What follows belongs to an exercise in optimizing a design on an open flow for small area and a short achievable clock period; a production flow would make more cautious choices. RTL that was checked went through simulation tests only; none was proved equivalent to the original. Function not checked in runs 2 to 5: the RTL went through the layout flow alone. Power and IR drop assume default switching activity.

==> flow/design.v <==
module bist_multiplexer (
    input logic [7:0] normal_data,
    input logic normal_rwbar,
    input logic [3:0] bist_data,
    input logic bist_we,
    input logic NbarT,
    output logic we,
    output logic [7:0] mem_data
);
assign we = bist_we | (~NbarT & ~normal_rwbar);
assign mem_data = NbarT ? {4'b0000, bist_data} : normal_data;
endmodule
module bist_addrdec (
    input logic clk,
    input logic [5:0] normal_addr,
    input logic [7:0] blo,
    input logic [7:0] bhi,
    input logic nact_next,
    output logic [7:0] lo,
    output logic [7:0] hi
);
logic nact;
always_ff @(posedge clk)
    nact <= nact_next;
always_comb
    for (int i = 0; i < 8; i++) begin
        lo[i] = blo[i] | (nact & (normal_addr[2:0] == i[2:0]));
        hi[i] = bhi[i] | (nact & (normal_addr[5:3] == i[2:0]));
    end
endmodule
module bist_wordsel (
    input logic [7:0] lo,
    input logic [7:0] hi,
    input logic en,
    output logic [63:0] sel
);
always_comb
    for (int w = 0; w < 64; w++)
        sel[w] = hi[w / 8] & lo[w % 8] & en;
endmodule
module bist_rdbit (
    input logic [63:0] sel,
    input logic [63:0] d,
    input logic byp,
    input logic byp_d,
    output logic q
);
logic [31:0] t1;
logic [7:0] t2;
logic [3:0] t3;
logic b;
for (genvar k = 0; k < 32; k++) begin : g1
    bist_aoi22 A (.a(sel[2*k]), .b(d[2*k]), .c(sel[2*k+1]), .d(d[2*k+1]), .y(t1[k]));
end
for (genvar k = 0; k < 8; k++) begin : g2
    bist_nand4 N (.a(t1[4*k]), .b(t1[4*k+1]), .c(t1[4*k+2]), .d(t1[4*k+3]), .y(t2[k]));
end
bist_and2 B (.a(byp), .b(byp_d), .y(b));
bist_nor2 R0 (.a(t2[0]), .b(t2[1]), .y(t3[0]));
bist_nor2 R1 (.a(t2[2]), .b(t2[3]), .y(t3[1]));
bist_nor2 R2 (.a(t2[4]), .b(t2[5]), .y(t3[2]));
bist_nor3 R3 (.a(t2[6]), .b(t2[7]), .c(b), .y(t3[3]));
bist_nand4 F (.a(t3[0]), .b(t3[1]), .c(t3[2]), .d(t3[3]), .y(q));
endmodule
module bist_aoi22 (input logic a, b, c, d, output logic y);
assign y = ~((a & b) | (c & d));
endmodule
module bist_nand4 (input logic a, b, c, d, output logic y);
assign y = ~(a & b & c & d);
endmodule
module bist_nor2 (input logic a, b, output logic y);
assign y = ~(a | b);
endmodule
module bist_nor3 (input logic a, b, c, output logic y);
assign y = ~(a | b | c);
endmodule
module bist_and2 (input logic a, b, output logic y);
assign y = a & b;
endmodule
module bist_comparator (
    input logic clk,
    input logic NbarT,
    input logic write_en,
    input logic [3:0] data_t,
    input logic [7:0] rd,
    output logic [7:0] seen,
    output logic fail
);
always_ff @(posedge clk) begin
    seen <= rd;
    fail <= NbarT & ~write_en & (seen != {4'b0000, data_t});
end
endmodule
module bist_sram
(
    input logic [7:0] rlo,
    input logic [7:0] rhi,
    input logic [7:0] wlo,
    input logic [7:0] whi,
    input logic [7:0] ramin,
    input logic we, clk,
    output logic [7:0] rd,
    output logic [7:0] ramout
);
    logic [7:0] mem [64];
    logic [63:0] rsel, wsel;
    logic [63:0] col [8];
    bist_wordsel RSEL (.lo(rlo), .hi(rhi), .en(~we), .sel(rsel));
    bist_wordsel WSEL (.lo(wlo), .hi(whi), .en(we), .sel(wsel));
    always_ff @(posedge clk)
        for (int w = 0; w < 64; w++)
            if (wsel[w])
                mem[w] <= ramin;
    always_comb
        for (int b = 0; b < 8; b++)
            for (int w = 0; w < 64; w++)
                col[b][w] = mem[w][b];
    for (genvar b = 0; b < 8; b++) begin : g_rd
        bist_rdbit R (.sel(rsel), .d(col[b]), .byp(we), .byp_d(ramin[b]), .q(rd[b]));
    end
    always_ff @(posedge clk)
        ramout <= rd;
endmodule
module bist_controller (
  input clk,
  input reset,
  input start,
  output reg [7:0] lo,
  output reg [7:0] hi,
  output reg write_en,
  output [3:0] data_in,
  input [3:0] data_out,
  output reg bist_done,
  output reg bist_result,
  output test_mode,
  output nact_next
);
  localparam BLANKET_0 = 3'b000, BLANKET_1 = 3'b001, CHECKERBOARD = 3'b010,
             CHECKERBOARD_INV = 3'b011, MARCH_C = 3'b100, MARCH_A = 3'b101;
  reg act, rd, direction, d1, d0;
  reg [2:0] pattern;
  reg [7:0] count;
  reg act_n, rd_n, dir_n, d1_n, d0_n, we_n, done_n, res_n;
  reg [2:0] pat_n;
  reg [7:0] count_n;
  reg [5:0] addr_n;
  assign test_mode = act;
  assign nact_next = ~act_n;
  assign data_in = {d1, d0, d1, d0};
  wire last = &count;
  wire [7:0] count_inc = count + 8'd1;
  wire [5:0] addr_step = direction ? count_inc[5:0] : ~count[5:0];
  always_comb begin
    act_n = act;
    rd_n = rd;
    dir_n = direction;
    d1_n = d1;
    d0_n = d0;
    we_n = write_en;
    done_n = bist_done;
    res_n = bist_result;
    pat_n = pattern;
    count_n = count;
    addr_n = 6'd0;
    if (reset) begin
      act_n = 1'b0;
      rd_n = 1'b0;
      pat_n = BLANKET_0;
      count_n = 8'd0;
      we_n = 1'b0;
      d1_n = 1'b0;
      d0_n = 1'b0;
      done_n = 1'b0;
      res_n = 1'b1;
      dir_n = 1'b1;
    end else if (!act) begin
      if (start && !bist_done) begin
        act_n = 1'b1;
        rd_n = 1'b0;
        count_n = 8'd0;
        we_n = 1'b1;
        d1_n = 1'b0;
        d0_n = 1'b0;
      end
    end else if (!rd) begin
      if (last) begin
        rd_n = 1'b1;
        count_n = 8'd0;
        we_n = 1'b0;
      end else begin
        count_n = count_inc;
        addr_n = addr_step;
        if (pattern == CHECKERBOARD) begin
          d1_n = ~count[0];
          d0_n = count[0];
        end else if (pattern == CHECKERBOARD_INV) begin
          d1_n = count[0];
          d0_n = ~count[0];
        end
      end
    end else begin
      if (last) begin
        if (pattern == MARCH_A && !direction) begin
          act_n = 1'b0;
          done_n = 1'b1;
        end else begin
          rd_n = 1'b0;
          count_n = 8'd0;
          we_n = 1'b1;
          addr_n = ((pattern == MARCH_C || pattern == MARCH_A) && direction) ? 6'h3f : 6'd0;
          case (pattern)
            BLANKET_0: pat_n = BLANKET_1;
            BLANKET_1: begin
              pat_n = CHECKERBOARD;
              d1_n = 1'b1;
              d0_n = 1'b1;
            end
            CHECKERBOARD: begin
              pat_n = CHECKERBOARD_INV;
              d1_n = 1'b0;
              d0_n = 1'b1;
            end
            CHECKERBOARD_INV: begin
              pat_n = MARCH_C;
              d1_n = 1'b1;
              d0_n = 1'b0;
            end
            MARCH_C: begin
              if (direction) dir_n = 1'b0;
              else pat_n = MARCH_A;
              d1_n = 1'b0;
              d0_n = 1'b0;
            end
            MARCH_A: begin
              dir_n = 1'b0;
              d1_n = 1'b1;
              d0_n = 1'b1;
            end
            default: ;
          endcase
        end
      end else begin
        if (data_out != data_in) res_n = 1'b0;
        if (pattern == MARCH_C) begin
          if (count == 8'd0) begin
            d1_n = 1'b1;
            d0_n = 1'b1;
            we_n = 1'b1;
          end else if (count == 8'd1) begin
            if (data_out != 4'hF) res_n = 1'b0;
            d1_n = 1'b0;
            d0_n = 1'b0;
            we_n = 1'b1;
          end else if (count == 8'd2) begin
            if (data_out != 4'h0) res_n = 1'b0;
            we_n = 1'b0;
          end
        end else if (pattern == MARCH_A) begin
          if (count == 8'd0) begin
            if (data_out != 4'h0) res_n = 1'b0;
            d1_n = 1'b1;
            d0_n = 1'b1;
            we_n = 1'b1;
          end else if (count == 8'd1) begin
            if (data_out != 4'hF) res_n = 1'b0;
            we_n = 1'b0;
          end
        end
        count_n = count_inc;
        addr_n = addr_step;
      end
    end
  end
  always @(posedge clk) begin
    act <= act_n;
    rd <= rd_n;
    direction <= dir_n;
    d1 <= d1_n;
    d0 <= d0_n;
    write_en <= we_n;
    bist_done <= done_n;
    bist_result <= res_n;
    pattern <= pat_n;
    count <= count_n;
    for (int i = 0; i < 8; i++) begin
      lo[i] <= act_n && (addr_n[2:0] == i[2:0]);
      hi[i] <= act_n && (addr_n[5:3] == i[2:0]);
    end
  end
endmodule
module BIST #(
  parameter int size = 6,
  parameter int length = 8
) (
  input logic start, rst, clk, rwbarin,
  input logic [size-1:0] address,
  input logic [length-1:0] datain,
  output logic [length-1:0] dataout,
  output logic fail,
  output logic bist_done,
  output logic bist_result
);
  logic NbarT, nact_next, write_en, we;
  logic [7:0] blo, bhi, rlo, rhi, wlo, whi;
  logic [3:0] data_t;
  logic [7:0] ramin, rd, ramout, seen;
  bist_multiplexer MUX (
    .normal_data(datain),
    .normal_rwbar(rwbarin),
    .bist_data(data_t),
    .bist_we(write_en),
    .NbarT(NbarT),
    .we(we),
    .mem_data(ramin)
  );
  bist_addrdec WDEC (
    .clk(clk),
    .normal_addr(address),
    .blo(blo),
    .bhi(bhi),
    .nact_next(nact_next),
    .lo(wlo),
    .hi(whi)
  );
  bist_addrdec RDEC (
    .clk(clk),
    .normal_addr(address),
    .blo(blo),
    .bhi(bhi),
    .nact_next(nact_next),
    .lo(rlo),
    .hi(rhi)
  );
  bist_controller CNTRL (
    .clk(clk),
    .reset(rst),
    .start(start),
    .lo(blo),
    .hi(bhi),
    .write_en(write_en),
    .data_in(data_t),
    .data_out(seen[3:0]),
    .bist_done(bist_done),
    .bist_result(bist_result),
    .test_mode(NbarT),
    .nact_next(nact_next)
  );
  bist_sram MEM (
    .rlo(rlo),
    .rhi(rhi),
    .wlo(wlo),
    .whi(whi),
    .ramin(ramin),
    .we(we),
    .clk(clk),
    .rd(rd),
    .ramout(ramout)
  );
  bist_comparator CMP (
    .clk(clk),
    .NbarT(NbarT),
    .write_en(write_en),
    .data_t(data_t),
    .rd(rd),
    .seen(seen),
    .fail(fail)
  );
  assign dataout = ramout;
endmodule
==> flow/flow/run.sh <==
#!/bin/bash
# The standard layout, with the port buffers made of plain buffers
# (sky130_fd_sc_hd__buf_4) instead of the resizer's default choice, and
# synthesis mapping for a lighter load (ABC_LOAD_IN_FF 1) so that it picks
# smaller gates; timing repair sizes up the ones that need it.
set -euo pipefail
export BUFFER_PORTS_ARGS="-buffer_cell sky130_fd_sc_hd__buf_4"
bash standard.sh ABC_LOAD_IN_FF=1 finish > standard_finish.log 2>&1
==> flow/standard.sh <==
#!/bin/bash
# synth_recipe.tcl (not shown) runs the flow's synth.tcl, then flattens the netlist and writes it again
# the make line also repeats each setting of config.mk as NAME=value (left out here)
make -C /OpenROAD-flow-scripts/flow DESIGN_CONFIG=/design/flow/config.mk WORK_HOME=/design/flow/orfs CLKGATE_MAP_FILE= SYNTH_SCRIPT=/design/flow/synth_recipe.tcl "${@:-finish}"
==> flow/config.mk <==
export PLATFORM = sky130hd
export DESIGN_NAME = BIST
export DESIGN_NICKNAME = BIST
export VERILOG_FILES = /design/flow/design.v
export SDC_FILE = /design/flow/constraint.sdc
export NUM_CORES = 4
export LEC_CHECK = 0
export CAP_MARGIN = 20
export CORE_MARGIN = 2
export CORE_UTILIZATION = 68
export CTS_CLUSTER_DIAMETER = 100
export CTS_CLUSTER_SIZE = 25
export PLACE_DENSITY = 0.76
export SETUP_SLACK_MARGIN = 2.0
export SLEW_MARGIN = 20
export SYNTH_HIERARCHICAL = 1
==> flow/constraint.sdc <==
create_clock -name core_clock -period 4.2 [get_ports {clk}]
set_input_delay 0.8400 -clock core_clock [delete_from_list [all_inputs] [get_ports {clk}]]
set_output_delay 0.8400 -clock core_clock [all_outputs]
set_load 0.01 [all_outputs]
==> run notes, run 1 <==
Worst-path clk slew = 0.10 ns
Max H-tree Level = 1
r2r endpoint = MEM.ramout[3]
Final Util = 75.6%
IR drop worst, VDD = 492 uV
max_slew headroom = 28.0%
WL per Instance = 30.0 um
initial detailed-routing violation count = 1849
Seq cells post-synth = 566
Multi-input gate area = 5630 um^2
Final Setup Violations = 0
Worst Skew = 0.0165 ns
final std cells w/o fill = 1806
min Tclk post-route = 2.25 ns
critical path arrival = 2.65 ns
number of synthesized flops with an enable pin = 512
HP Start = CNTRL.write_en
Core Area = 31600 um^2
Yosys top cell by area = edfxtp_1
vias = 13374
Syn-to-layout area delta = 9.80%
Clk Latency, worst-skew pair = 0.58 ns
starting density of the core = 68.9%
Static Leak = 7.73 nW
antenna viol nets, final = 0
vias in the first global route = 12373
Cells after Synth = 1340
Sinks on Clock Net = 566
post-synth top area share = 70.7%
die extent in y = 183 um
CTS Buf Count = 26
clk buf depth = 3
total wire length = 54100 um
FMAX = 445 MHz
reg2reg start = RDEC.nact
setup TNS = 0 ns
list of most frequent post-synthesis cells = edfxtp_1 (512), a22oi_1 (258), and3_1 (95)
Least-Margin Pin Slew = 1.08 ns
worst hold path class = flop to flop
Placer Congestion = 0.919
dpl cell area = 22400 um^2
Nets = 1404
First-pass DRT Iterations = 6
initial antenna violation count = 0
Place WS = 1.05 ns
port buffer count = 28
total global routing overflow = 0
Pwr Density = 409 nW/um^2
Critical Path Start Type = primary input
R2R cell count = 7
most common flop cell mapped by yosys = edfxtp_1
DR vias/cell = 7.41
global-route wire length before repair = 77600 um
Worst Slack Setup Final = 1.95 ns
post-synthesis sequential area ratio = 75.7%
largest net degree at the start of global routing = 73
register area = 16500 um^2
Filler cells = 1807
Async S/R FF share, synth = 0%
Req. time, crit path = 4.60 ns
Mapped Area = 21700 um^2
worst reg-to-reg setup slack = 1.97 ns
overall global routing resource usage = 31.7%
Synth Warn # = 15
num rows = 65
CTS tree = done
Die X = 183 um
Synth cell types = 69
DRC viols = 0
Slew Limit Fails = 0
layout cell share with drive strength beyond 1 = 18.6%
Final Hold Viols = 0
Max FO, Critical Path = 12
worst-case hold path end point = CMP.fail
Area contributors post-synth = edfxtp_1 (71%), a22oi_1 (8.9%), dfxtp_1 (5.0%)
final period utilization = 53.5%
status = no timing/DRC/antenna violations
die area = 33400 um^2
count leader, synth = edfxtp_1
Root Buffer = clkbuf_16
Mapped Nets = 1362
unrepaired setup endpoints after global routing = true
I/O pin total = 29
Worst Setup End Kind = flop
hpwl dp = 34600 um
max-cap violation count = 0
Worst Hold Path Cells = 1
Syn Area/Cell = 16.2 um^2
Setup CP Type = primary input to flop
fin area = 23900 um^2
placed insts = 1746
==> cell usage in the layout (no fill, tap or decap), drive strengths merged, types with 9 or more instances in the layout <==
cell,netlist,final
edfxtp,512,512
a22oi,258,258
and3,132,132
nand4,75,75
nor2,60,60
dfxtp,54,54
clkbuf,6,47
buf,26,42
inv,18,21
nor3,19,19
a21oi,17,17
a31o,16,16
o21ai,15,15
nand2,13,13
a41o,12,12
and2,9,9
nor2b,9,9
==> Yosys stat by module (local to each module, per instance), excerpt <==
module	copies in the design	area [um^2]	flip-flops and latches
bist_aoi22	256	7.51	0
bist_sram	1	15500	520
bist_nor3	8	5.00	0
bist_nand4	72	6.26	0
bist_nor2	24	3.75	0
bist_multiplexer	1	103	0
bist_wordsel	2	453	0
bist_addrdec	2	235	1
bist_and2	8	6.26	0
==> timing repair <==
item | 4_1_cts | 5_1_grt
setup buffers | 0 | 6
hold buffers | 0 | 0
gates resized for setup | 76 | 89
pin swaps | 15 | 33
cloned | 0 | 4
setup endpoints to repair | 723 | 160
==> sequential cells by signal, summed over array words and instances, names as in the netlist, 3 cells and up <==
name and count:
CNTRL.count 8, CNTRL.pattern 3, CNTRL.lo 8, MEM.mem 512
CMP.seen 8, CNTRL.hi 8, MEM.ramout 8
==> layer usage <==
| metal | track usage, % | wire length [um] | vias up |
|---|---|---|---|
| met5 | 0 | 0 | - |
| met4 | 10.2 | 1940 | 0 |
| met3 | 5.32 | 6010 | 129 |
| met2 | 50.7 | 25900 | 875 |
| met1 | 45.5 | 20300 | 6724 |
| li1 | - | - | 5646 |
==> worst max path at each step <==
stage                     startpoint             to  slack (ns)  depth (start not counted)
after floorplan              rwbarin    CMP.seen[1]        2.00                          8
after global placement    address[1]    CMP.seen[6]        1.15                          8
after detailed placement  address[2]    CMP.seen[7]        1.05                          8
after CTS                  RDEC.nact    CMP.seen[3]        1.99                          7
after global routing       CNTRL.act  MEM.ramout[4]        1.97                          9
final                     address[3]  MEM.ramout[3]        1.95                          8
==> cell families (layout without fill, tap and decap cells) <==
kind of cell	Yosys count	in the layout	share of synthesized area, %
fa+ha+maj	4	4	0.230
compound gates	351	351	12.1
mux	6	6	0.317
flops	566	566	75.7
xor+xnor	13	13	0.524
buf+inv	50	112	1.24
other cells	0	2	0
simple gates	350	350	9.84
==> where the power goes <==
| group | switching, W | total (W) | internal, W | leakage (nW) |
|---|---|---|---|---|
| clock network | 0.00164 | 0.00287 | 0.00123 | 0.362 |
| registers | 0.0000577 | 0.00629 | 0.00624 | 5.10 |
| logic | 0.000428 | 0.000592 | 0.000164 | 2.27 |
==> through the flow <==
step           power, W  hold WS [ns]
3_3_place_gp    0.00690         0.452
4_1_cts         0.00966         0.481
6_report        0.00975         0.456
2_1_floorplan   0.00666         0.419
5_1_grt         0.00997         0.471
3_5_place_dp    0.00692         0.464
==> final cells by class <==
class | instances | share of cell area [%]
clock inverter | 1 | 0.0472
timing repair buffer | 42 | 1.49
sequential | 566 | 69.0
timing repair inverter | 4 | 0.257
multi-input combinational | 724 | 23.6
tap | 402 | 2.11
clock buffer | 47 | 3.15
inverter | 18 | 0.336
antenna | 2 | 0.0210
==> critical path: stages <==
cell and delay [ns]:
buf_4 0.17, nor2_1 0.09, a31o_2 0.33, and3_2 0.32
a22oi_1 0.23, nand4_1 0.25, nor2_4 0.21, nand4_1 0.20
==> run 2: changes to the inputs <==
--- a/flow/design.v
+++ b/flow/design.v
@@ -30,2 +30,30 @@
 endmodule
+module bist_waddrdec (
+    input logic clk,
+    input logic [5:0] normal_addr,
+    input logic [7:0] blo,
+    input logic [7:0] bhi,
+    input logic nact_next,
+    input logic we,
+    output logic [7:0] lo_n,
+    output logic [7:0] hwe_n
+);
+logic nact;
+always_ff @(posedge clk)
+    nact <= nact_next;
+always_comb
+    for (int i = 0; i < 8; i++) begin
+        lo_n[i] = ~(blo[i] | (nact & (normal_addr[2:0] == i[2:0])));
+        hwe_n[i] = ~(we & (bhi[i] | (nact & (normal_addr[5:3] == i[2:0]))));
+    end
+endmodule
+module bist_wsel (
+    input logic [7:0] lo_n,
+    input logic [7:0] hwe_n,
+    output logic [63:0] sel
+);
+always_comb
+    for (int w = 0; w < 64; w++)
+        sel[w] = ~(hwe_n[w / 8] | lo_n[w % 8]);
+endmodule
 module bist_wordsel (
@@ -97,4 +125,4 @@
     input logic [7:0] rhi,
-    input logic [7:0] wlo,
-    input logic [7:0] whi,
+    input logic [7:0] wlo_n,
+    input logic [7:0] whwe_n,
     input logic [7:0] ramin,
@@ -108,3 +136,3 @@
     bist_wordsel RSEL (.lo(rlo), .hi(rhi), .en(~we), .sel(rsel));
-    bist_wordsel WSEL (.lo(wlo), .hi(whi), .en(we), .sel(wsel));
+    bist_wsel WSEL (.lo_n(wlo_n), .hwe_n(whwe_n), .sel(wsel));
     always_ff @(posedge clk)
@@ -303,3 +331,3 @@
   logic NbarT, nact_next, write_en, we;
-  logic [7:0] blo, bhi, rlo, rhi, wlo, whi;
+  logic [7:0] blo, bhi, rlo, rhi, wlo_n, whwe_n;
   logic [3:0] data_t;
@@ -315,3 +343,3 @@
   );
-  bist_addrdec WDEC (
+  bist_waddrdec WDEC (
     .clk(clk),
@@ -321,4 +349,5 @@
     .nact_next(nact_next),
-    .lo(wlo),
-    .hi(whi)
+    .we(we),
+    .lo_n(wlo_n),
+    .hwe_n(whwe_n)
   );
@@ -350,4 +379,4 @@
     .rhi(rhi),
-    .wlo(wlo),
-    .whi(whi),
+    .wlo_n(wlo_n),
+    .whwe_n(whwe_n),
     .ramin(ramin),
--- a/flow/config.mk
+++ b/flow/config.mk
@@ -9,6 +9,5 @@
 export CORE_MARGIN = 2
-export CORE_UTILIZATION = 68
+export CORE_UTILIZATION = 55
 export CTS_CLUSTER_DIAMETER = 100
 export CTS_CLUSTER_SIZE = 25
-export PLACE_DENSITY = 0.76
 export SETUP_SLACK_MARGIN = 2.0
==> run 2 against run 1 <==
Count of clock-buffer cells in the layout did not move. Still clean on timing, DRC and antenna. Largest power group unchanged. Die area rose by 23%. Clock skew barely moved. Global-route usage fell by 4.7 points. Fmax fell by 4.1%. Area after synthesis fell by 0.26%. Non-clock buffer count rose by 29. Final cell count rose by 8.0%. Clock power barely moved. Critical endpoint is now MEM.mem[48][2].
==> run notes, run 2 <==
max-cap violation count = 0 (unchanged)
count leader, synth = edfxtp_1
First-pass DRT Iterations = 7 (+1)
largest net degree at the start of global routing = 66 (-9.6%)
fin area = 24300 um^2 (+1.8%)
Worst Setup End Kind = flop
Setup CP Type = flop to flop
worst hold path class = flop to flop
Crit. path cell count = 3 (-5)
commonest non-fill, non-tap cell in the layout = edfxtp_1
layout cell share with drive strength beyond 1 = 23.3% (+4.7 points)
Critical Path Start Type = flop
Nets = 1434 (+2.1%)
min Tclk post-route = 2.34 ns (+0.0949 ns)
post-synthesis sequential area ratio = 75.9% (+0.20 points)
most flop-heavy register = MEM.mem
Pwr Density = 401 nW/um^2 (-1.8%)
final period utilization = 55.8% (+2.3 points)
Req. time, crit path = 4.44 ns (-0.16 ns)
Top delay family on crit path = compound AO/OA/AOI/OAI gates
WL per Instance = 28.3 um (-5.5%)
die extent in y = 203 um (+11%)
r2r endpoint = MEM.mem[48][2]
Seq cells post-synth = 566 (unchanged)
Cells after Synth = 1354 (+1.0%)
total power = 0.00975 W (about the same)
worst path cell trace = nor2b_4 > a21oi_2 > nor2_1
met1 Resource Use GR = 38.1% (-7.5 points)
overall global routing resource usage = 27.0% (-4.7 points)
Syn Area/Cell = 16.0 um^2 (-1.3%)
commonest non-fill, non-tap cells in the layout = edfxtp_1 (512), a22oi_1 (220), nand4_1 (74)
diode count = 0 (-2)
Max FO, Critical Path = 13 (+1)
CTS tree = done
reg2reg start = WDEC.nact
vias in the first global route = 12354 (-0.15%)
post-synth top area share = 70.9% (+0.18 points)
Syn-to-layout area delta = 12.1%
slowest CP cell = a21oi_2
WP buf/inv = 0 (-1)
total global routing overflow = 0 (unchanged)
initial antenna violation count = 2 (+2)
Core Area = 38700 um^2 (+23%)
Worst-path clk slew = 0.10 ns (about the same)
CTS Buf Count = 26 (unchanged)
DRC viols = 0 (unchanged)
critical path arrival = 2.59 ns (-0.06 ns)
Final Hold Viols = 0 (unchanged)
setup TNS = 0 ns (unchanged)
Mapped Nets = 1376 (+1.0%)
status = no timing/DRC/antenna violations
Clk Latency, worst-skew pair = 0.59 ns (about the same)
Worst Setup SP = WDEC.nact
global routing met3 resource utilization = 4.27% (-1.1 points)
IR drop worst, VDD = 407 uV (-17%)
starting density of the core = 56.0% (-13 points)
Synth cell types = 73 (+5.8%)
max_slew headroom = 19.2% (-8.8 points)
list of most frequent post-synthesis cells = edfxtp_1 (512), a22oi_1 (258), nor2_1 (122)
clk buf depth = 3 (unchanged)
Mapped Area = 21700 um^2 (-0.26%)
Slew Limit Fails = 0 (unchanged)
Async S/R FF share, synth = 0% (unchanged)
unrepaired setup endpoints after global routing = true
die area = 41000 um^2 (+23%)
Area contributors post-synth = edfxtp_1 (71%), a22oi_1 (8.9%), dfxtp_1 (5.0%)
num rows = 72 (+11%)
most common flop cell mapped by yosys = edfxtp_1
global-route wire length before repair = 81100 um (+4.6%)
max reg flops = 512 (unchanged)
Filler cells = 2815 (+56%)
Max H-tree Level = 1 (unchanged)
R2R cell count = 3 (-4)
hpwl dp = 35400 um (+2.4%)
initial detailed-routing violation count = 1389 (-25%)
DR vias/cell = 6.54 (-12%)
Yosys top cell by area = edfxtp_1
worst reg-to-reg setup slack = 1.86 ns (-0.11 ns)
Placer Congestion = 0.906 (-1.4%)
port buffer count = 28 (unchanged)
number of synthesized flops with an enable pin = 512 (unchanged)
Final Setup Violations = 0 (unchanged)
FMAX = 427 MHz (-4.1%)
Top Usage Layer GRT = met2
antenna viol nets, final = 0 (unchanged)
vias = 12750 (-4.7%)
I/O pin total = 29 (unchanged)
Sinks on Clock Net = 566 (unchanged)
Die X = 203 um (+11%)
total wire length = 55300 um (+2.1%)
Least-Margin Pin Slew = 1.21 ns (+0.132 ns)
Worst Skew = 0.0162 ns (-0.000229 ns)
final hold slack = 0.483 ns (+0.0274 ns)
Max stage delay on crit path = 0.90 ns (+0.57 ns)
dpl cell area = 22400 um^2 (about the same)
Critical Path Sink = MEM.mem[48][2]
Root Buffer = clkbuf_16
GR Layer Usage met2 = 43.6% (-7.1 points)
Synth Warn # = 17 (+2)
Static Leak = 7.51 nW (-2.8%)
==> run 2: kinds of logic (layout without fill, tap and decap cells) <==
group / after synthesis / count (layout) / synth area share [%]
AOI/OAI and AO/OA: 351 / 351 / 11.9
adders and majority gates: 4 / 4 / 0.231
buffers and inverters: 56 / 134 / 1.77
DFF: 566 / 566 / 75.9
and+or+nand+nor: 358 / 358 / 9.36
xor gates and xnor gates: 13 / 13 / 0.525
muxes: 6 / 6 / 0.317
==> run 2: worst min-delay path by stage <==
stage	endpoint	startpoint	cells after the start	slack, ns
floorplan	CMP.fail	CNTRL.write_en	1	0.42
global placement	CNTRL.bist_done	CNTRL.bist_done	2	0.46
detailed placement	CNTRL.bist_done	CNTRL.bist_done	2	0.47
CTS	CNTRL.bist_done	CNTRL.bist_done	2	0.49
global route	CNTRL.bist_done	CNTRL.bist_done	2	0.51
finish	CMP.fail	CNTRL.write_en	1	0.48
==> run 2: final cells by class <==
class                      instances  area, um^2  area share, %
sequential                       566       16500           67.8
multi-input combinational        732        5760           23.7
inverter                          14        68.8          0.283
tap                              518         648           2.67
timing repair buffer              71         573           2.36
clock inverter                     1        11.3         0.0464
timing repair inverter             1        16.3         0.0670
clock buffer                      47         751           3.09
==> run 2: worst reg2reg max path, delay by kind of cell, from the launching register on <==
family          cells  cell delay [ns]
compound gates      1             0.90
flops               1             0.45
simple gates        2             0.64
==> run 2: Yosys stat by module, one instance, submodules excluded, excerpt <==
module	area [um^2]	copies in the design	flip-flops and latches	cells
bist_addrdec	235	1	1	26
bist_and2	6.26	8	0	1
bist_aoi22	7.51	256	0	1
bist_comparator	239	1	9	17
bist_controller	1930	1	35	232
bist_multiplexer	103	1	0	10
bist_nand4	6.26	72	0	1
bist_nor2	3.75	24	0	1
bist_nor3	5.00	8	0	1
bist_sram	15500	1	520	521
bist_waddrdec	234	1	1	30
bist_wordsel	453	1	0	70
bist_wsel	398	1	0	80
==> run 2: power breakdown <==
| part | switching [W] | internal [W] |
|---|---|---|
| Combinational | 0.000428 | 0.000161 |
| Sequential | 0.0000611 | 0.00624 |
| Clock | 0.00164 | 0.00123 |
| Total | 0.00213 | 0.00762 |
==> run 2: per-stage QoR <==
stage | utilization (%) | std cells | setup WS, ns
5_1_grt | 62.7 | 1950 | 1.80
4_1_cts | 61.7 | 1941 | 1.89
3_3_place_gp | 57.8 | 1872 | 0.752
3_5_place_dp | 57.8 | 1872 | 0.697
2_1_floorplan | - | 1354 | 2.00
6_report | 62.7 | 1950 | 1.86
==> run 2: what timing repair did <==
item | 4_1_cts | 5_1_grt
gates cloned | 1 | 1
hold buffers | 0 | 0
resized for setup | 165 | 86
setup endpoints to repair | 553 | 230
setup buffers | 20 | 8
pin swaps | 45 | 36
==> run 2: metal layers <==
layer | vias up | part of all wire (%)
met4 | 0 | 3.2
met3 | 103 | 8.2
met1 | 6415 | 41
li1 | 5669 | -
met5 | - | 0
met2 | 563 | 48
==> run 3: changes to the inputs <==
--- a/flow/design.v
+++ b/flow/design.v
@@ -18,4 +18,4 @@
     input logic nact_next,
-    output logic [7:0] lo,
-    output logic [7:0] hi
+    output logic [7:0] lo_n,
+    output logic [7:0] hi_n
 );
@@ -26,4 +26,4 @@
     for (int i = 0; i < 8; i++) begin
-        lo[i] = blo[i] | (nact & (normal_addr[2:0] == i[2:0]));
-        hi[i] = bhi[i] | (nact & (normal_addr[5:3] == i[2:0]));
+        lo_n[i] = ~(blo[i] | (nact & (normal_addr[2:0] == i[2:0])));
+        hi_n[i] = ~(bhi[i] | (nact & (normal_addr[5:3] == i[2:0])));
     end
@@ -58,6 +58,6 @@
 endmodule
-module bist_wordsel (
-    input logic [7:0] lo,
-    input logic [7:0] hi,
-    input logic en,
+module bist_rsel (
+    input logic [7:0] lo_n,
+    input logic [7:0] hi_n,
+    input logic we,
     output logic [63:0] sel
@@ -66,3 +66,3 @@
     for (int w = 0; w < 64; w++)
-        sel[w] = hi[w / 8] & lo[w % 8] & en;
+        sel[w] = ~(hi_n[w / 8] | lo_n[w % 8] | we);
 endmodule
@@ -123,4 +123,4 @@
 (
-    input logic [7:0] rlo,
-    input logic [7:0] rhi,
+    input logic [7:0] rlo_n,
+    input logic [7:0] rhi_n,
     input logic [7:0] wlo_n,
@@ -135,3 +135,3 @@
     logic [63:0] col [8];
-    bist_wordsel RSEL (.lo(rlo), .hi(rhi), .en(~we), .sel(rsel));
+    bist_rsel RSEL (.lo_n(rlo_n), .hi_n(rhi_n), .we(we), .sel(rsel));
     bist_wsel WSEL (.lo_n(wlo_n), .hwe_n(whwe_n), .sel(wsel));
@@ -331,3 +331,3 @@
   logic NbarT, nact_next, write_en, we;
-  logic [7:0] blo, bhi, rlo, rhi, wlo_n, whwe_n;
+  logic [7:0] blo, bhi, rlo_n, rhi_n, wlo_n, whwe_n;
   logic [3:0] data_t;
@@ -359,4 +359,4 @@
     .nact_next(nact_next),
-    .lo(rlo),
-    .hi(rhi)
+    .lo_n(rlo_n),
+    .hi_n(rhi_n)
   );
@@ -377,4 +377,4 @@
   bist_sram MEM (
-    .rlo(rlo),
-    .rhi(rhi),
+    .rlo_n(rlo_n),
+    .rhi_n(rhi_n),
     .wlo_n(wlo_n),
==> run 3 against run 2 <==
Hold slack better by 0.0038 ns. Global-route usage is 1.1 points higher. Highest routed layer unchanged. Total power increased by 2.2%. Critical path type is now primary input to flop. Largest power group unchanged. Combinational power increased by 31%. Critical path depth up 8. Still clean on timing, DRC and antenna. Synthesized cell count is 1.0% higher.
==> run notes, run 3 <==
status = no timing/DRC/antenna violations
hpwl dp = 36700 um (+3.7%)
r2r endpoint = MEM.ramout[0]
slowest CP cell = nand4_1
Async S/R FF share, synth = 0% (unchanged)
Final Hold Viols = 0 (unchanged)
reg2reg start = RDEC.nact
Placer Congestion = 0.887 (-2.2%)
count leader, synth = edfxtp_1
max reg flops = 512 (unchanged)
highest metal used = met4
Seq cells post-synth = 566 (unchanged)
Synth Warn # = 17 (unchanged)
worst reg-to-reg setup slack = 1.92 ns (+0.06 ns)
post-synthesis sequential area ratio = 75.9% (about the same)
largest net degree at the start of global routing = 65 (-1.5%)
max-cap violation count = 0 (unchanged)
antenna viol nets, final = 0 (unchanged)
Core Area = 38800 um^2 (+0.23%)
starting density of the core = 55.9% (-0.098 points)
vias = 13220 (+3.7%)
worst path cell trace = buf_4 > nor2b_4 > a31oi_4 > buf_12 > buf_6 > nor3_4 > buf_12 > a22oi_1 > nand4_1 > nor2_2 > nand4_1
FMAX = 433 MHz (+1.5%)
Syn Area/Cell = 15.9 um^2 (-0.97%)
Die X = 203 um (about the same)
overall global routing resource usage = 28.1% (+1.1 points)
Mapped Nets = 1390 (+1.0%)
commonest non-fill, non-tap cells in the layout = edfxtp_1 (512), a22oi_1 (214), buf_4 (94)
Slew Limit Fails = 0 (unchanged)
layout cell share with drive strength beyond 1 = 25.9% (+2.6 points)
post-synth top area share = 70.9% (about the same)
Critical Path Start Type = primary input
Root Buffer = clkbuf_16
Final Setup Violations = 0 (unchanged)
DRC viols = 0 (unchanged)
DR WL met2 = 28100 um (+5.9%)
CTS Buf Count = 26 (unchanged)
Setup CP Type = primary input to flop
critical path arrival = 2.75 ns (+0.16 ns)
worst hold path class = flop to flop
final std cells w/o fill = 2007 (+2.9%)
Filler cells = 2735 (-2.8%)
final period utilization = 55.0% (-0.80 points)
Max H-tree Level = 1 (unchanged)
WL per Instance = 28.9 um (+2.1%)
Req. time, crit path = 4.64 ns (+0.20 ns)
die extent in y = 203 um (about the same)
most common flop cell mapped by yosys = edfxtp_1
Worst Setup End Kind = flop
Worst Hold Path Cells = 1 (unchanged)
total global routing overflow = 0 (unchanged)
Area contributors post-synth = edfxtp_1 (71%), a22oi_1 (9.0%), dfxtp_1 (5.0%)
Sinks on Clock Net = 566 (unchanged)
CTS tree = done
Static Leak = 7.91 nW (+5.4%)
port buffer count = 28 (unchanged)
worst-case hold path end point = CMP.fail
hold buffers post-CTS = 0 (unchanged)
Clk Latency, worst-skew pair = 0.60 ns (about the same)
Top delay family on crit path = simple AND/OR/NAND/NOR gates
placed insts = 1906 (+1.8%)
most flop-heavy register = MEM.mem
First-pass DRT Iterations = 5 (-2)
diode count = 0 (unchanged)
I/O pin total = 29 (unchanged)
global-route wire length before repair = 84200 um (+3.8%)
routed wl met3 = 4220 um (-6.4%)
setup TNS = 0 ns (unchanged)
Yosys top cell by area = edfxtp_1
list of most frequent post-synthesis cells = edfxtp_1 (512), a22oi_1 (259), nor2_1 (120)
DR vias/cell = 6.59 (+0.74%)
clk buf depth = 3 (unchanged)
commonest non-fill, non-tap cell in the layout = edfxtp_1
initial detailed-routing violation count = 1482 (+6.7%)
HP Start = CNTRL.write_en
max_slew headroom = 26.5% (+7.3 points)
min Tclk post-route = 2.31 ns (-0.0338 ns)
vias in the first global route = 12783 (+3.5%)
Worst Skew = 0.0300 ns (+0.0138 ns)
Pwr Density = 393 nW/um^2 (-2.1%)
Max FO, Critical Path = 10 (-3)
IR drop worst, VDD = 284 uV (-30%)
Nets = 1491 (+4.0%)
Least-Margin Pin Slew = 1.10 ns (-0.116 ns)
Syn-to-layout area delta = 16.8%
total wire length = 58100 um (+5.1%)
num rows = 72 (unchanged)
die area = 41000 um^2 (about the same)
Mapped Area = 21700 um^2 (about the same)
Synth cell types = 64 (-12%)
R2R cell count = 8 (+5)
met1 wire length = 23500 um (+4.6%)
Worst-path clk slew = 0.10 ns (about the same)
WP buf/inv = 4 (+4)
Max stage delay on crit path = 0.26 ns (-0.64 ns)
initial antenna violation count = 1 (-1)
Cells after Synth = 1368 (+1.0%)
unrepaired setup endpoints after global routing = true
number of synthesized flops with an enable pin = 512 (unchanged)
-- run 3: cell count changes after synthesis, moves of 5 or more --
cell / delta
a311oi_1: +7
and3_2: -18
o21ai_0: +5
a41o_2: -6
and3_1: -44
clkbuf_1: +5
buf_1: +11
a31o_1: -6
nor3_1: +60
inv_1: -7
o21ai_1: -7
buf_6: +10
a31oi_1: +7
a21oi_1: +5
-- run 3: through the flow --
stage	hold WS [ns]	utilization (%)	total power, W	setup slack (ns)	instance area, um^2
after global placement	0.472	58.6	0.00697	0.613	22700
after floorplan	0.419	-	0.00670	2.00	21900
after CTS	0.501	63.0	0.00989	1.93	24500
after detailed placement	0.479	58.6	0.00698	0.564	22700
final	0.487	65.3	0.00996	1.89	25300
after global routing	0.497	65.3	0.0102	1.85	25300
-- run 3: timing repair --
action | 4_1_cts | 5_1_grt
endpoints found under the hold margin | 0 | 0
pin swaps | 27 | 61
gates resized for setup | 148 | 120
setup buffers | 25 | 20
cloned | 4 | 3
endpoints found under the setup margin | 560 | 254
-- run 3: worst max-delay path by stage --
stage                     startpoint              to  slack [ns]  cells after the start
final                     address[2]     CMP.seen[3]        1.89                     11
after global routing       CNTRL.act  MEM.mem[61][7]        1.85                      6
after CTS                  CNTRL.act     CMP.seen[0]        1.93                      8
after detailed placement     rwbarin   MEM.ramout[0]        0.56                      7
after global placement       rwbarin   MEM.ramout[0]        0.61                      7
after floorplan              rwbarin     CMP.seen[0]        2.00                      8
-- run 3: cell type report --
cell class | instances | area [um^2] | area share, %
sequential | 566 | 16500 | 65.0
timing repair buffer | 130 | 1320 | 5.20
multi-input combinational | 737 | 6120 | 24.1
clock inverter | 1 | 11.3 | 0.0444
tap | 518 | 648 | 2.56
clock buffer | 47 | 751 | 2.96
inverter | 8 | 30.0 | 0.118
-- run 3: per-module statistics from Yosys, one instance, submodules excluded, a selection --
module,flip-flops and latches,area [um^2]
bist_controller,35,1980
bist_and2,0,6.26
bist_rsel,0,459
bist_multiplexer,0,103
bist_wsel,0,398
bist_sram,520,15500
bist_aoi22,0,7.51
bist_addrdec,1,189
-- run 3: cell families after synthesis --
family | after synthesis | synth area share, %
xor gates and xnor gates | 11 | 0.444
adders and majority gates | 4 | 0.231
AOI/OAI and AO/OA | 351 | 11.9
DFF | 566 | 75.9
buffers and inverters | 67 | 2.21
and+or+nand+nor | 362 | 8.98
muxes | 7 | 0.363
-- run 3: report_power, final --
| group | total (W) | leakage [nW] | switching (W) | internal (W) |
|---|---|---|---|---|
| Clock | 0.00289 | 0.362 | 0.00166 | 0.00123 |
| Combinational | 0.000770 | 2.46 | 0.000524 | 0.000246 |
| Sequential | 0.00630 | 5.10 | 0.0000652 | 0.00624 |
| Total | 0.00996 | 7.91 | 0.00225 | 0.00771 |
-- run 3: worst reg2reg max path, stage by stage, from the launching register on --
cell and delay (ns):
dfxtp_4 0.39, nor2b_4 0.15, a31oi_1 0.20, buf_4 0.28
nor3_2 0.14, a22oi_1 0.29, nand4_1 0.25, nor2_2 0.24
nand4_1 0.17
-- run 3: metal layers --
| layer | up-vias | global-route usage [%] |
|---|---|---|
| li1 | 5793 | - |
| met1 | 6750 | 39.6 |
| met2 | 557 | 45.8 |
| met3 | 120 | 3.84 |
| met4 | 0 | 9.28 |
| met5 | - | 0 |
==> run 4: changes to the inputs <==
--- a/flow/design.v
+++ b/flow/design.v
@@ -36,5 +36,4 @@
     input logic nact_next,
-    input logic we,
-    output logic [7:0] lo_n,
-    output logic [7:0] hwe_n
+    output logic [7:0] lo,
+    output logic [7:0] hi
 );
@@ -45,9 +44,10 @@
     for (int i = 0; i < 8; i++) begin
-        lo_n[i] = ~(blo[i] | (nact & (normal_addr[2:0] == i[2:0])));
-        hwe_n[i] = ~(we & (bhi[i] | (nact & (normal_addr[5:3] == i[2:0]))));
+        lo[i] = blo[i] | (nact & (normal_addr[2:0] == i[2:0]));
+        hi[i] = bhi[i] | (nact & (normal_addr[5:3] == i[2:0]));
     end
 endmodule
-module bist_wsel (
-    input logic [7:0] lo_n,
-    input logic [7:0] hwe_n,
+module bist_wordsel (
+    input logic [7:0] lo,
+    input logic [7:0] hi,
+    input logic en,
     output logic [63:0] sel
@@ -56,3 +56,3 @@
     for (int w = 0; w < 64; w++)
-        sel[w] = ~(hwe_n[w / 8] | lo_n[w % 8]);
+        sel[w] = hi[w / 8] & lo[w % 8] & en;
 endmodule
@@ -125,4 +125,4 @@
     input logic [7:0] rhi_n,
-    input logic [7:0] wlo_n,
-    input logic [7:0] whwe_n,
+    input logic [7:0] wlo,
+    input logic [7:0] whi,
     input logic [7:0] ramin,
@@ -136,3 +136,3 @@
     bist_rsel RSEL (.lo_n(rlo_n), .hi_n(rhi_n), .we(we), .sel(rsel));
-    bist_wsel WSEL (.lo_n(wlo_n), .hwe_n(whwe_n), .sel(wsel));
+    bist_wordsel WSEL (.lo(wlo), .hi(whi), .en(we), .sel(wsel));
     always_ff @(posedge clk)
@@ -331,3 +331,3 @@
   logic NbarT, nact_next, write_en, we;
-  logic [7:0] blo, bhi, rlo_n, rhi_n, wlo_n, whwe_n;
+  logic [7:0] blo, bhi, rlo_n, rhi_n, wlo, whi;
   logic [3:0] data_t;
@@ -349,5 +349,4 @@
     .nact_next(nact_next),
-    .we(we),
-    .lo_n(wlo_n),
-    .hwe_n(whwe_n)
+    .lo(wlo),
+    .hi(whi)
   );
@@ -379,4 +378,4 @@
     .rhi_n(rhi_n),
-    .wlo_n(wlo_n),
-    .whwe_n(whwe_n),
+    .wlo(wlo),
+    .whi(whi),
     .ramin(ramin),
==> run 4 against run 3 <==
Critical path depth unchanged. Synthesized cell count decreased by 1.0%. Final area decreased by 0.81%. Global-route usage increased by 0.49 points. Final cell count decreased by 1.3%. Clock power about the same. Core utilization decreased by 0.53 points. Clock skew decreased by 0.0063 ns. Routed wire length increased by 1.5%. Hold slack got worse by 0.0071 ns. Combinational power decreased by 1%. Count of clock-buffer cells in the layout unchanged. Critical path type unchanged. Largest power group unchanged. Highest routed layer unchanged.
==> run notes, run 4 <==
Slew Limit Fails = 0 (unchanged)
post-synthesis simple-gate area fraction = 9.46% (+0.48 points)
unrepaired setup endpoints after global routing = true
starting density of the core = 56.0% (+0.15 points)
Placer Congestion = 0.983 (+11%)
CTS Buf Count = 26 (unchanged)
most common flop cell mapped by yosys = edfxtp_1
Area contributors post-synth = edfxtp_1 (71%), a22oi_1 (8.9%), dfxtp_1 (5.0%)
Cells after Synth = 1354 (-1.0%)
Pwr Density = 397 nW/um^2 (+0.95%)
FMAX = 440 MHz (+1.5%)
Synth Warn # = 17 (unchanged)
number of synthesized flops with an enable pin = 512 (unchanged)
First-pass DRT Iterations = 5 (unchanged)
most flop-heavy register = MEM.mem
overall global routing resource usage = 28.6% (+0.49 points)
max_slew headroom = 18.7% (-7.7 points)
Nets = 1461 (-2.0%)
CTS tree = done
Clk Latency, worst-skew pair = 0.59 ns (about the same)
mux contribution to synthesized area = 0.362% (-0.00094 points)
register share of total power = 63.2% (about the same)
Final Setup Violations = 0 (unchanged)
num rows = 72 (unchanged)
initial detailed-routing violation count = 1583 (+6.8%)
xor-xnor portion of the synthesized cell area = 0.443% (-0.0011 points)
commonest non-fill, non-tap cell in the layout = edfxtp_1
Syn Area/Cell = 16.1 um^2 (+1.3%)
die extent in y = 203 um (+0.13%)
Max FO, Critical Path = 8 (-2)
largest net degree at the start of global routing = 69 (+6.2%)
internal power = 0.00771 W (about the same)
Core Area = 38800 um^2 (unchanged)
Adder-Cell Fraction of Synth Area = 0.230% (-0.00060 points)
global-route wire length before repair = 85500 um (+1.6%)
critical path arrival = 2.72 ns (-0.03 ns)
list of most frequent post-synthesis cells = edfxtp_1 (512), a22oi_1 (259), nor3_1 (79)
vias in the first global route = 12719 (-0.50%)
DR vias/cell = 6.68 (+1.4%)
largest family of logic cells by synthesized area = compound AO/OA/AOI/OAI gates
commonest non-fill, non-tap cells in the layout = edfxtp_1 (512), a22oi_1 (218), nand4_1 (76)
Final Util = 64.7% (-0.53 points)
setup TNS = 0 ns (unchanged)
Root Buffer = clkbuf_16
status = no timing/DRC/antenna violations
I/O pin total = 29 (unchanged)
Worst-path clk slew = 0.11 ns (about the same)
Syn-to-layout area delta = 15.6%
switch share = 22.7% (+0.12 points)
worst hold path class = flop to flop
count leader, synth = edfxtp_1
max-cap violation count = 0 (unchanged)
antenna viol nets, final = 0 (unchanged)
Clk pwr share = 29.2% (+0.2 points)
Die X = 203 um (+0.13%)
Worst Setup End Kind = flop
initial antenna violation count = 5 (+4)
vias = 13235 (+0.11%)
Max H-tree Level = 1 (unchanged)
Synth cell types = 67 (+4.7%)
Req. time, crit path = 4.65 ns (about the same)
total wire length = 58900 um (+1.5%)
DRC viols = 0 (unchanged)
max reg flops = 512 (unchanged)
WL per Instance = 29.7 um (+2.8%)
post-synth top area share = 70.7% (-0.18 points)
Least-Margin Pin Slew = 1.21 ns (+0.112 ns)
die area = 41100 um^2 (+0.25%)
Yosys top cell by area = edfxtp_1
Sinks on Clock Net = 566 (unchanged)
Comb power frac = 7.6% (about the same)
clk buf depth = 3 (unchanged)
Setup CP Type = primary input to flop
layout cell share with drive strength beyond 1 = 23.5% (-2.4 points)
Switch Pwr = 0.00227 W (+0.68%)
IR drop worst, VDD = 379 uV (+33%)
post-synthesis sequential area ratio = 75.7% (-0.20 points)
Worst Skew = 0.0237 ns (-0.00633 ns)
port buffer count = 28 (unchanged)
Critical Path Start Type = primary input
Mapped Nets = 1376 (-1.0%)
post-synthesis compound-gate area fraction = 12.2% (+0.24 points)
min Tclk post-route = 2.27 ns (-0.0342 ns)
total global routing overflow = 0 (unchanged)
Static Leak = 8.17 nW (+3.2%)
Final Hold Viols = 0 (unchanged)
Mapped Area = 21700 um^2 (+0.26%)
Async S/R FF share, synth = 0% (unchanged)
Seq cells post-synth = 566 (unchanged)
final period utilization = 54.1% (-0.81 points)
hpwl dp = 37300 um (+1.5%)
run 4: cell types whose count changed after synthesis, sizes merged, moves of 3 or more:
cell   previous run  this run
and3              5        69
nor2            120        57
buf              52        40
a31o              0         8
o21ai            20        13
a41o              1         6
a31oi            18        14
inv               8        12
a21oi            27        24
and4b             5         2
run 4: final timing paths:
| path | start | endpoint | slack, ns | cells after the start |
|---|---|---|---|---|
| min | CNTRL.write_en | CMP.fail | 0.48 | 1 |
| max reg2reg | CNTRL.write_en | CMP.seen[4] | 1.94 | 10 |
| min reg2reg | CNTRL.write_en | CMP.fail | 0.48 | 1 |
| max | rwbarin | CMP.seen[4] | 1.93 | 11 |
run 4: cells by family (layout without fill, tap and decap cells):
logic type,after synthesis,after routing
buffers and inverters,61,166
and+or+nand+nor,354,354
adders and majority gates,4,4
muxes,7,7
xor gates and xnor gates,11,11
other,0,4
DFF,566,566
AOI/OAI and AO/OA,351,351
run 4: power by group through the flow:
stage | logic (W) | registers (W) | clock network [W]
4_1_cts | 0.000648 | 0.00630 | 0.00293
6_report | 0.000759 | 0.00630 | 0.00292
3_3_place_gp | 0.000553 | 0.00643 | 0
2_1_floorplan | 0.000307 | 0.00640 | 0
3_5_place_dp | 0.000561 | 0.00643 | 0
5_1_grt | 0.000798 | 0.00631 | 0.00313
run 4: area by class of cell:
| class | count | area (um^2) |
|---|---|---|
| diodes | 4 | 10.0 |
| clock buffers | 47 | 751 |
| clock inverters | 1 | 11.3 |
| fillers | 2730 | 13700 |
| inverters | 12 | 45.0 |
| multi-input cells | 727 | 5980 |
| flip-flops and latches | 566 | 16500 |
| well taps | 518 | 648 |
| repair buffers | 106 | 1230 |
run 4: Yosys stat by module (local to each module, per instance), excerpt:
module / flops+latches / times used
bist_nor2: 0 / 24
bist_waddrdec: 1 / 1
bist_rsel: 0 / 1
bist_multiplexer: 0 / 1
bist_nor3: 0 / 8
bist_controller: 35 / 1
bist_comparator: 9 / 1
bist_sram: 520 / 1
bist_nand4: 0 / 72
bist_addrdec: 1 / 1
run 4: per-stage QoR:
step	cell area [um^2]	instances	total power [W]	setup slack [ns]	hold WS, ns
finish	25100	1981	0.00998	1.93	0.480
global route	25100	1980	0.0102	1.86	0.493
CTS	24100	1938	0.00988	1.90	0.485
detailed placement	22800	1876	0.00699	0.852	0.479
global placement	22800	1876	0.00698	0.885	0.470
floorplan	22100	1354	0.00671	2.00	0.419
run 4: repair_timing:
item,4_1_cts,5_1_grt
hold buffers,0,0
pin swaps,14,79
setup buffers,11,38
resized for setup,82,109
cloned,3,1
setup endpoints to repair,284,198
run 4: metal layers:
metal  global-route usage (%)  up-vias  part of all wire, %
met3                     5.30       96                  8.5
met1                     40.7     6764                   40
met5                        0        -                    0
met4                     8.52        0                  2.9
met2                     45.5      584                   48
li1                         -     5791                    -
run 4: critical path: stages:
cell and delay, ns:
buf_4 0.12, o21bai_4 0.18, buf_6 0.13, buf_16 0.13, buf_16 0.17, nor3_4 0.06
buf_12 0.14, a22oi_2 0.17, nand4_1 0.32, nor3_2 0.28, nand4_1 0.17
==> run 5: changes to the inputs <==
--- a/flow/design.v
+++ b/flow/design.v
@@ -18,20 +18,2 @@
     input logic nact_next,
-    output logic [7:0] lo_n,
-    output logic [7:0] hi_n
-);
-logic nact;
-always_ff @(posedge clk)
-    nact <= nact_next;
-always_comb
-    for (int i = 0; i < 8; i++) begin
-        lo_n[i] = ~(blo[i] | (nact & (normal_addr[2:0] == i[2:0])));
-        hi_n[i] = ~(bhi[i] | (nact & (normal_addr[5:3] == i[2:0])));
-    end
-endmodule
-module bist_waddrdec (
-    input logic clk,
-    input logic [5:0] normal_addr,
-    input logic [7:0] blo,
-    input logic [7:0] bhi,
-    input logic nact_next,
     output logic [7:0] lo,
@@ -58,12 +40,2 @@
 endmodule
-module bist_rsel (
-    input logic [7:0] lo_n,
-    input logic [7:0] hi_n,
-    input logic we,
-    output logic [63:0] sel
-);
-always_comb
-    for (int w = 0; w < 64; w++)
-        sel[w] = ~(hi_n[w / 8] | lo_n[w % 8] | we);
-endmodule
 module bist_rdbit (
@@ -112,10 +84,7 @@
     input logic [3:0] data_t,
-    input logic [7:0] rd,
-    output logic [7:0] seen,
+    input logic [7:0] ramout,
     output logic fail
 );
-always_ff @(posedge clk) begin
-    seen <= rd;
-    fail <= NbarT & ~write_en & (seen != {4'b0000, data_t});
-end
+always_ff @(posedge clk)
+    fail <= NbarT & ~write_en & (ramout != {4'b0000, data_t});
 endmodule
@@ -123,4 +92,4 @@
 (
-    input logic [7:0] rlo_n,
-    input logic [7:0] rhi_n,
+    input logic [7:0] rlo,
+    input logic [7:0] rhi,
     input logic [7:0] wlo,
@@ -129,5 +98,5 @@
     input logic we, clk,
-    output logic [7:0] rd,
     output logic [7:0] ramout
 );
+    logic [7:0] rd;
     logic [7:0] mem [64];
@@ -135,3 +104,3 @@
     logic [63:0] col [8];
-    bist_rsel RSEL (.lo_n(rlo_n), .hi_n(rhi_n), .we(we), .sel(rsel));
+    bist_wordsel RSEL (.lo(rlo), .hi(rhi), .en(~we), .sel(rsel));
     bist_wordsel WSEL (.lo(wlo), .hi(whi), .en(we), .sel(wsel));
@@ -331,5 +300,5 @@
   logic NbarT, nact_next, write_en, we;
-  logic [7:0] blo, bhi, rlo_n, rhi_n, wlo, whi;
+  logic [7:0] blo, bhi, rlo, rhi, wlo, whi;
   logic [3:0] data_t;
-  logic [7:0] ramin, rd, ramout, seen;
+  logic [7:0] ramin, ramout;
   bist_multiplexer MUX (
@@ -343,3 +312,3 @@
   );
-  bist_waddrdec WDEC (
+  bist_addrdec WDEC (
     .clk(clk),
@@ -358,4 +327,4 @@
     .nact_next(nact_next),
-    .lo_n(rlo_n),
-    .hi_n(rhi_n)
+    .lo(rlo),
+    .hi(rhi)
   );
@@ -369,3 +338,3 @@
     .data_in(data_t),
-    .data_out(seen[3:0]),
+    .data_out(ramout[3:0]),
     .bist_done(bist_done),
@@ -376,4 +345,4 @@
   bist_sram MEM (
-    .rlo_n(rlo_n),
-    .rhi_n(rhi_n),
+    .rlo(rlo),
+    .rhi(rhi),
     .wlo(wlo),
@@ -383,3 +352,2 @@
     .clk(clk),
-    .rd(rd),
     .ramout(ramout)
@@ -391,4 +359,3 @@
     .data_t(data_t),
-    .rd(rd),
-    .seen(seen),
+    .ramout(ramout),
     .fail(fail)
==> run 5 against run 4 <==
Core utilization shrank 3.4 points. Non-clock buffer count shrank 63. Global-route usage down 1.1 points. Final cell count decreased by 3.2%. Clock skew rose by 0.0036 ns. Sequential share of layout area is 3.3 points higher. Worst setup slack better by 0.010 ns. Critical path depth is 4 lower. Register-to-register slack hardly changed. Fmax grew 0.46%. Critical path type is now flop to flop. Largest power group unchanged. Highest routed layer unchanged.
==> run notes, run 5 <==
most common flop cell mapped by yosys = edfxtp_1
Die X = 202 um (-0.44%)
port buffer count = 28 (unchanged)
overall global routing resource usage = 27.5% (-1.1 points)
Filler cells = 2881 (+5.5%)
max-cap violation count = 0 (unchanged)
die area = 40800 um^2 (-0.88%)
DRC viols = 0 (unchanged)
most flop-heavy register = MEM.mem
final period utilization = 53.9% (-0.25 points)
internal power = 0.00753 W (-2.3%)
total global routing overflow = 0 (unchanged)
list of most frequent post-synthesis cells = edfxtp_1 (512), a22oi_1 (256), and3_1 (95)
setup TNS = 0 ns (unchanged)
Switch Pwr = 0.00212 W (-6.7%)
xor-xnor portion of the synthesized cell area = 0.244% (-0.20 points)
Root Buffer = clkbuf_16
Placer Congestion = 0.832 (-15%)
vias in the first global route = 12655 (-0.50%)
Req. time, crit path = 4.65 ns (about the same)
dpl cell area = 22400 um^2 (-1.8%)
most used cell, CP = nand4_1
r2r endpoint = MEM.ramout[0]
initial detailed-routing violation count = 1246 (-21%)
Yosys top cell by area = edfxtp_1
I/O pin total = 29 (unchanged)
WL per Instance = 29.1 um (-2.3%)
Max FO, Critical Path = 9 (+1)
starting density of the core = 55.8% (-0.24 points)
Slew Limit Fails = 0 (unchanged)
diode count = 0 (-4)
die extent in y = 202 um (-0.44%)
worst hold path class = flop to flop
min Tclk post-route = 2.26 ns (-0.0104 ns)
CTS tree = done
Cells after Synth = 1340 (-1.0%)
reg2reg start = RDEC.nact
mux contribution to synthesized area = 0.226% (-0.14 points)
CTS Buf Count = 26 (unchanged)
clk buf depth = 3 (unchanged)
FMAX = 442 MHz (+0.46%)
fin area = 23700 um^2 (-5.8%)
Synth cell types = 64 (-4.5%)
Area contributors post-synth = edfxtp_1 (71%), a22oi_1 (8.9%), dfxtp_1 (4.3%)
worst reg-to-reg setup slack = 1.94 ns (about the same)
unrepaired setup endpoints after global routing = true
Core Area = 38600 um^2 (-0.46%)
Clk Latency, worst-skew pair = 0.60 ns (about the same)
max reg flops = 512 (unchanged)
HP Start = CNTRL.bist_done
post-synth top area share = 71.3% (+0.64 points)
Clk pwr share = 29.9% (+0.7 points)
Synth Warn # = 15 (-2)
IR drop worst, VDD = 280 uV (-26%)
Final Setup Violations = 0 (unchanged)
status = no timing/DRC/antenna violations
Worst Setup End Kind = flop
Syn Area/Cell = 16.1 um^2 (+0.14%)
slowest CP cell = dfxtp_4
hpwl dp = 35500 um (-4.7%)
register share of total power = 64.2% (+1.0 points)
total wire length = 55700 um (-5.5%)
placed insts = 1864 (-0.64%)
Sinks on Clock Net = 558 (-1.4%)
Nets = 1401 (-4.1%)
number of synthesized flops with an enable pin = 512 (unchanged)
Critical Path Start Type = flop
switch share = 22.0% (-0.78 points)
Place WS = 0.857 ns (+0.00469 ns)
DR vias/cell = 6.69 (+0.18%)
Worst Slack Setup Final = 1.94 ns (+0.0104 ns)
num rows = 72 (unchanged)
initial antenna violation count = 0 (-5)
Least-Margin Pin Slew = 0.943 ns (-0.265 ns)
worst path cell trace = nor2b_4 > a31o_4 > and3_4 > a22oi_2 > nand4_1 > nor3_4 > nand4_1
Max stage delay on crit path = 0.40 ns (+0.08 ns)
R2R cell count = 7 (-3)
Static Leak = 7.63 nW (-6.6%)
global-route wire length before repair = 82100 um (-4.1%)
Mapped Nets = 1362 (-1.0%)
Max H-tree Level = 1 (unchanged)
post-synthesis simple-gate area fraction = 9.95% (+0.49 points)
count leader, synth = edfxtp_1
Setup CP Type = flop to flop
max_slew headroom = 37.1% (+18 points)
Worst-path clk slew = 0.10 ns (about the same)
critical path arrival = 2.72 ns (about the same)
First-pass DRT Iterations = 5 (unchanged)
hold buffers post-CTS = 0 (unchanged)
Syn-to-layout area delta = 9.92%
total power = 0.00965 W (-3.3%)
Worst Hold Path Cells = 2 (+1)
post-synthesis compound-gate area fraction = 12.5% (+0.37 points)
Mapped Area = 21600 um^2 (-0.90%)
final std cells w/o fill = 1917 (-3.2%)
post-synthesis sequential area ratio = 75.6% (about the same)
Async S/R FF share, synth = 0% (unchanged)
Pwr Density = 407 nW/um^2 (+2.6%)
Comb power frac = 5.8% (-1.8 points)
Seq cells post-synth = 558 (-1.4%)
layout cell share with drive strength beyond 1 = 17.9% (-5.6 points)
vias = 12830 (-3.1%)
Worst Skew = 0.0273 ns (+0.00363 ns)
antenna viol nets, final = 0 (unchanged)
largest family of logic cells by synthesized area = compound AO/OA/AOI/OAI gates
commonest non-fill, non-tap cells in the layout = edfxtp_1 (512), a22oi_1 (231), nand4_1 (74)
largest net degree at the start of global routing = 73 (+5.8%)
Final Hold Viols = 0 (unchanged)
worst-case hold path end point = CNTRL.bist_done
Adder-Cell Fraction of Synth Area = 0.232% (+0.0021 points)
commonest non-fill, non-tap cell in the layout = edfxtp_1
==> run 5: cell types whose count changed after synthesis, sizes merged, moves of 5 or more <==
cell and change:
a31o +10, clkbuf +5, a41o +6, a21oi -7, nor3 -63, inv +9
a31oi -10, dfxtp -8, and3 +62, buf -22
==> run 5: metal layers <==
layer	up-vias	track usage, %	part of all wire, %
met5	-	0	0
met2	504	45.0	49
met3	91	3.13	7.6
met4	0	7.93	2.9
li1	5642	-	-
met1	6593	39.3	41
==> run 5: layout make-up <==
cell class              instances  area, um^2  area share, %
clock buffers                  47         751           3.17
repair buffers                 43         342           1.44
well taps                     518         648           2.74
multi-input cells             729        5540           23.4
inverters                      21        83.8          0.354
flip-flops and latches        558       16300           68.8
clock inverters                 1        20.0         0.0845
==> run 5: per-stage QoR <==
step	hold WS (ns)	utilization [%]
2_1_floorplan	0.419	-
3_3_place_gp	0.445	57.9
3_5_place_dp	0.462	57.9
4_1_cts	0.485	60.5
5_1_grt	0.503	61.3
6_report	0.480	61.3
==> run 5: cells by family (layout without fill, tap and decap cells) <==
kind of cell	Yosys count	count (layout)
AOI/OAI and AO/OA	358	358
xor gates and xnor gates	6	6
adders and majority gates	4	4
buffers and inverters	53	112
DFF	558	558
muxes	4	4
and+or+nand+nor	357	357
==> run 5: critical path: cells and delay by family, from the launching register on <==
kind | cells | cell delay (ns)
AND/OR/NAND/NOR | 5 | 1.18
flip-flops | 1 | 0.40
AO/OA/AOI/OAI | 2 | 0.53
==> run 5: worst max-delay path by stage <==
stage                     startpoint             to  slack [ns]  cells after the start
after floorplan              rwbarin  MEM.ramout[0]        2.01                      8
after CTS                  CNTRL.act  MEM.ramout[0]        1.87                      5
after global placement    address[1]  MEM.ramout[1]        0.88                      8
after detailed placement  address[1]  MEM.ramout[1]        0.86                      8
final                      RDEC.nact  MEM.ramout[0]        1.94                      7
after global routing       RDEC.nact  MEM.ramout[2]        1.95                      7
==> run 5: modules after synthesis, one instance, submodules excluded, excerpt <==
module	times used	cells
bist_nor2	24	1
bist_controller	1	240
bist_multiplexer	1	10
bist_nand4	72	1
bist_nor3	8	1
bist_sram	1	521
bist_and2	8	1
bist_aoi22	256	1
bist_comparator	1	9
bist_addrdec	2	26
==> run 5: what timing repair did <==
item / in CTS / in global routing
gates resized for setup: 63 / 75
endpoints found under the setup margin: 268 / 165
pin swaps: 12 / 16
setup buffers: 0 / 5
==> run 5: power groups by stage <==
stage,sequential (W),combinational (W),clock (W)
2_1_floorplan,0.00630,0.000259,0
3_3_place_gp,0.00632,0.000509,0
3_5_place_dp,0.00632,0.000518,0
4_1_cts,0.00620,0.000539,0.00291
5_1_grt,0.00620,0.000592,0.00309
6_report,0.00620,0.000561,0.00289

-- static timing again, ports no longer ideal --
In the flow no input, the clock included, has a driving cell. The finished layouts below were timed again as built, in two steps.
Step 1 sets driving cells, clkbuf_16 on the clock port and buf_2 on the other inputs (assumed; they add their load-dependent delay and slew).
Step 2 moves the port delays by t, midway between the first and last clock arrival at a register: inputs arrive t later, outputs are due t later. That takes back most of the time a late clock gives input paths.
Three values: ideal ports, drivers, drivers and shift; two values: the first two.
| run | t, ns | setup slack, ns | worst register clock-pin slew, ns |
|---|---|---|---|
| run 1 | 0.627 | 1.953 / 1.939 / 1.311 | 0.10 / 0.10 |
| run 2 | 0.645 | 1.858 / 1.858 / 1.295 | 0.10 / 0.10 |
| run 3 | 0.643 | 1.892 / 1.920 / 1.284 | 0.11 / 0.11 |
| run 4 | 0.635 | 1.926 / 1.937 / 1.320 | 0.11 / 0.11 |
| run 5 | 0.642 | 1.936 / 1.936 / 1.351 | 0.10 / 0.10 |
After both steps every run listed still meets setup and hold. The setup slack of run 1, which loses most, moves by -0.014 ns with the drivers and by -0.642 ns with both steps.
